Source: an optimization exercise on an open RTL-to-GDS flow (aim: small area). Production flows keep margins and buffers that such runs may drop.
RTL that was checked went through simulation tests only; none was proved equivalent to the original.
No activity file was given, so power comes from the tool's default toggle rates.

Design sync_fifo, start of the top module:
module sync_fifo #(
	parameter	DEPTH=8,
	parameter	WIDTH=32,
	parameter	AF_LEVEL = 1,
	parameter	AE_LEVEL = 1,
	parameter	DEPTH_LOG=$clog2(DEPTH)
)(
	input					clk, rstn,
	input					push, pop,
	input 		[WIDTH-1:0]	din,
	output 		[WIDTH-1:0]	dout,
	output					full,empty,a_full,a_empty
);
Size: roughly 450 cells after synthesis.
clock: 5.0 ns
lec_check: 0
cap_margin: 20
core_margin: 2
core_utilization: 85
place_density: 0.88
slew_margin: 20
synth_hierarchical: 1
synth_minimum_keep_size: 0
standard.sh (not shown) runs the stock make flow with config.mk's settings and CLKGATE_MAP_FILE= SYNTH_SCRIPT=/design/flow/synth_recipe.tcl, a recipe that flattens the netlist after the stock synthesis.
==> flow/flow/run.sh <==
#!/bin/bash
# Standard ORFS layout (the standard.sh with its unchanged synthesis),
# with three changes:
#  - after synthesis, combinational cells are set to their smallest drive
#    strength (flow/downsize.py); repair_design upsizes what needs it,
#  - ports are buffered with the smallest buffer,
#  - CTS inserts no dummy loads.
# The make output is kept in standard_*.log here, each tool's own log in
# orfs/logs/.
set -e
here=$(pwd)
res=$here/orfs/results/$FLOW_PLATFORM/sync_fifo/base
export BUFFER_PORTS_ARGS="-buffer_cell sky130_fd_sc_hd__buf_1"
export CTS_ARGS="-sink_clustering_enable -repair_clock_nets -dont_use_dummy_load -buf_list sky130_fd_sc_hd__clkbuf_4 -sink_clustering_size 11 -sink_clustering_max_diameter 40"
bash standard.sh $res/1_2_yosys.v > standard_synth.log 2>&1
cp $res/1_2_yosys.v $res/1_2_yosys_orig.v
python3 flow/downsize.py $FLOW_HOME/platforms/$FLOW_PLATFORM/lib/sky130_fd_sc_hd__tt_025C_1v80.lib \
	$res/1_2_yosys_orig.v $res/1_2_yosys.v > downsize.log 2>&1
bash standard.sh > standard.log 2>&1
Other scripts of this flow, unchanged in this note and not shown: flow/flow/downsize.py
The first run stopped in detailed placement.
Then changed:
--- a/flow/flow/run.sh
+++ b/flow/flow/run.sh
@@ -13,3 +13,3 @@
 export BUFFER_PORTS_ARGS="-buffer_cell sky130_fd_sc_hd__buf_1"
-export CTS_ARGS="-sink_clustering_enable -repair_clock_nets -dont_use_dummy_load -buf_list sky130_fd_sc_hd__clkbuf_4 -sink_clustering_size 11 -sink_clustering_max_diameter 40"
+export CTS_ARGS='-repair_clock_nets -dont_use_dummy_load -buf_list sky130_fd_sc_hd__clkbuf_4'
 bash standard.sh $res/1_2_yosys.v > standard_synth.log 2>&1
--- a/flow/config.mk
+++ b/flow/config.mk
@@ -9,4 +9,4 @@
 export CORE_MARGIN = 2
-export CORE_UTILIZATION = 85
-export PLACE_DENSITY = 0.88
+export CORE_UTILIZATION = 80
+export PLACE_DENSITY = 0.85
 export SLEW_MARGIN = 20
The new run completed without violations.
Area after synthesis stays the same.
Synthesized cell count stays the same.
Then changed:
--- a/flow/flow/run.sh
+++ b/flow/flow/run.sh
@@ -13,3 +13,3 @@
 export BUFFER_PORTS_ARGS="-buffer_cell sky130_fd_sc_hd__buf_1"
-export CTS_ARGS='-repair_clock_nets -dont_use_dummy_load -buf_list sky130_fd_sc_hd__clkbuf_4'
+export CTS_ARGS="-sink_clustering_enable -repair_clock_nets -dont_use_dummy_load -buf_list sky130_fd_sc_hd__clkbuf_4 -sink_clustering_size 11 -sink_clustering_max_diameter 40"
 bash standard.sh $res/1_2_yosys.v > standard_synth.log 2>&1
--- a/flow/config.mk
+++ b/flow/config.mk
@@ -9,4 +9,4 @@
 export CORE_MARGIN = 2
-export CORE_UTILIZATION = 80
-export PLACE_DENSITY = 0.85
+export CORE_UTILIZATION = 90
+export PLACE_DENSITY = 0.93
 export SLEW_MARGIN = 20
With this change the flow died in detailed placement.
Synthesized area does not change.
Synthesized cell count is unchanged.
Then changed:
--- a/flow/config.mk
+++ b/flow/config.mk
@@ -9,4 +9,4 @@
 export CORE_MARGIN = 2
-export CORE_UTILIZATION = 90
-export PLACE_DENSITY = 0.93
+export CORE_UTILIZATION = 75
+export PLACE_DENSITY = 0.8
 export SLEW_MARGIN = 20
Result: The new run finished clean. Synthesized cell count stays the same. Area after synthesis stays the same.
Then changed:
--- a/flow/flow/run.sh
+++ b/flow/flow/run.sh
@@ -13,3 +13,3 @@
 export BUFFER_PORTS_ARGS="-buffer_cell sky130_fd_sc_hd__buf_1"
-export CTS_ARGS="-sink_clustering_enable -repair_clock_nets -dont_use_dummy_load -buf_list sky130_fd_sc_hd__clkbuf_4 -sink_clustering_size 11 -sink_clustering_max_diameter 40"
+export CTS_ARGS="-sink_clustering_enable -repair_clock_nets -dont_use_dummy_load -buf_list sky130_fd_sc_hd__clkbuf_4 -sink_clustering_size 12 -sink_clustering_max_diameter 40"
 bash standard.sh $res/1_2_yosys.v > standard_synth.log 2>&1
--- a/flow/config.mk
+++ b/flow/config.mk
@@ -7,7 +7,7 @@
 export LEC_CHECK = 0
-export CAP_MARGIN = 20
+export CAP_MARGIN = 5
 export CORE_MARGIN = 2
-export CORE_UTILIZATION = 75
-export PLACE_DENSITY = 0.8
-export SLEW_MARGIN = 20
+export CORE_UTILIZATION = 80
+export PLACE_DENSITY = 0.85
+export SLEW_MARGIN = 5
 export SYNTH_HIERARCHICAL = 1
Die area shrinks by 6.0%.
Synthesized cell count stays the same.
Cell count is lower by 0.86%.
Sequential power is about the same.
Setup slack got worse by 0.10 ns.
First-iteration DRC count climbs by 23%.
Synthesized area does not change.

========
The RTL this note starts from:
==> flow/design.v <==
`timescale 1ns / 1ps
module sync_fifo #(
	parameter	DEPTH=8,
	parameter	WIDTH=32,
	parameter	AF_LEVEL = 1,
	parameter	AE_LEVEL = 1,
	parameter	DEPTH_LOG=$clog2(DEPTH)
)(
	input					clk, rstn,
	input					push, pop,
	input 		[WIDTH-1:0]	din,
	output 		[WIDTH-1:0]	dout,
	output					full,empty,a_full,a_empty
);
	reg [WIDTH-1:0]		mem[DEPTH-1:0];
	reg [DEPTH_LOG-1:0]	wr_ptr, rd_ptr;
	reg [DEPTH_LOG  :0]	cnt;
	always @(posedge clk)
	if (push) mem[wr_ptr] <= din;
	always @(posedge clk, negedge rstn)
	if		(!rstn)	wr_ptr	<= 0;
	else if (push)	wr_ptr	<= wr_ptr + 1'b1;
	always @(posedge clk, negedge rstn)
	if		(!rstn)	rd_ptr	<= 0;
	else if (pop)	rd_ptr	<= rd_ptr + 1'b1;
	wire [DEPTH-1:0] rsel = {{(DEPTH-1){1'b0}},1'b1} << rd_ptr;
	genvar b;
	generate for (b=0;b<WIDTH;b++) begin : g_rd
		fifo_rmux u_mux (.s(rsel), .d({mem[7][b],mem[6][b],mem[5][b],mem[4][b],mem[3][b],mem[2][b],mem[1][b],mem[0][b]}), .y(dout[b]));
	end endgenerate
	always @(posedge clk, negedge rstn)
	if		(!rstn)			cnt <= 0;
	else if (push != pop)	cnt <= push ? cnt + 1'b1 : cnt - 1'b1;
	assign	full 	= cnt[DEPTH_LOG];
	assign	a_full	= cnt >= DEPTH - AF_LEVEL;
	assign	empty	= cnt == 0;
	assign	a_empty = cnt <= AE_LEVEL;
endmodule
module fifo_rmux (input [7:0] s, input [7:0] d, output y);
	assign y = |(s & d);
endmodule
export LEC_CHECK = 0
export CAP_MARGIN = 20
export CORE_MARGIN = 2
export CORE_UTILIZATION = 40
export SLEW_MARGIN = 20
export SYNTH_HIERARCHICAL = 1
export SYNTH_MINIMUM_KEEP_SIZE = 0
create_clock -name core_clock -period 5.0 [get_ports {clk}]
run.sh (not shown) runs the stock make flow with config.mk's settings and CLKGATE_MAP_FILE= SYNTH_SCRIPT=/design/flow/synth_recipe.tcl, a recipe that flattens the netlist after the stock synthesis.
Stock flow here: none of the scripts above is used.
Edit:
CTS_BUF_LIST = sky130_fd_sc_hd__clkbuf_4 sky130_fd_sc_hd__clkbuf_8   (was default)
After rerunning: First-iteration DRC count came out higher by 2.7%; critical path depth does not change; worst setup slack degrades by 0.048 ns; cell count increases by 3.0%; count of clock-buffer cells in the layout increases by 31; final area drops by 0.50%; synthesized area stays the same; power is lower by 3.0%; combinational power hardly moves; routed wire length rises by 1.8%; die area is unchanged.
Function was not checked in any run of this note: the RTL went through the layout flow alone.

## afterwards: timing with drivers on the ports
How much do the figures lean on ideal ports? The routed layouts below were timed once more, with nothing changed but the port constraints. Step 1: set_driving_cell puts a clkbuf_16 on clk and a buf_2 on each other input, an assumption about the parent block. Step 2 moves the port delays by t, midway between the first and last clock arrival at a register: inputs arrive t later, outputs are due t later. That takes back most of the time a late clock gives input paths. a / b / c = no drivers / after step 1 / after step 2; a / b = the first two.
| run | t (ns) | slack for setup (ns) | worst setup path after step 2 | clock arrival spread, ns | worst register clock-pin slew, ns |
|---|---|---|---|---|---|
| the second run of note 1 | 0.711 | 0.692 / 0.660 / 1.370 | register to output | 0.063 / 0.063 | 0.12 / 0.12 |
| the fourth run of note 1 | 0.667 | 0.871 / 0.837 / 1.504 | register to output | 0.044 / 0.044 | 0.12 / 0.12 |
| the fifth run of note 1 | 0.633 | 0.766 / 0.735 / 1.368 | register to output | 0.049 / 0.049 | 0.12 / 0.12 |
| the first run of note 2 | 0.566 | 0.897 / 0.854 / 1.420 | register to output | 0.012 / 0.012 | 0.06 / 0.06 |
| the second run of note 2 | 0.569 | 0.849 / 0.807 / 1.376 | register to output | 0.023 / 0.023 | 0.06 / 0.06 |
After both steps every run listed still meets setup and hold.
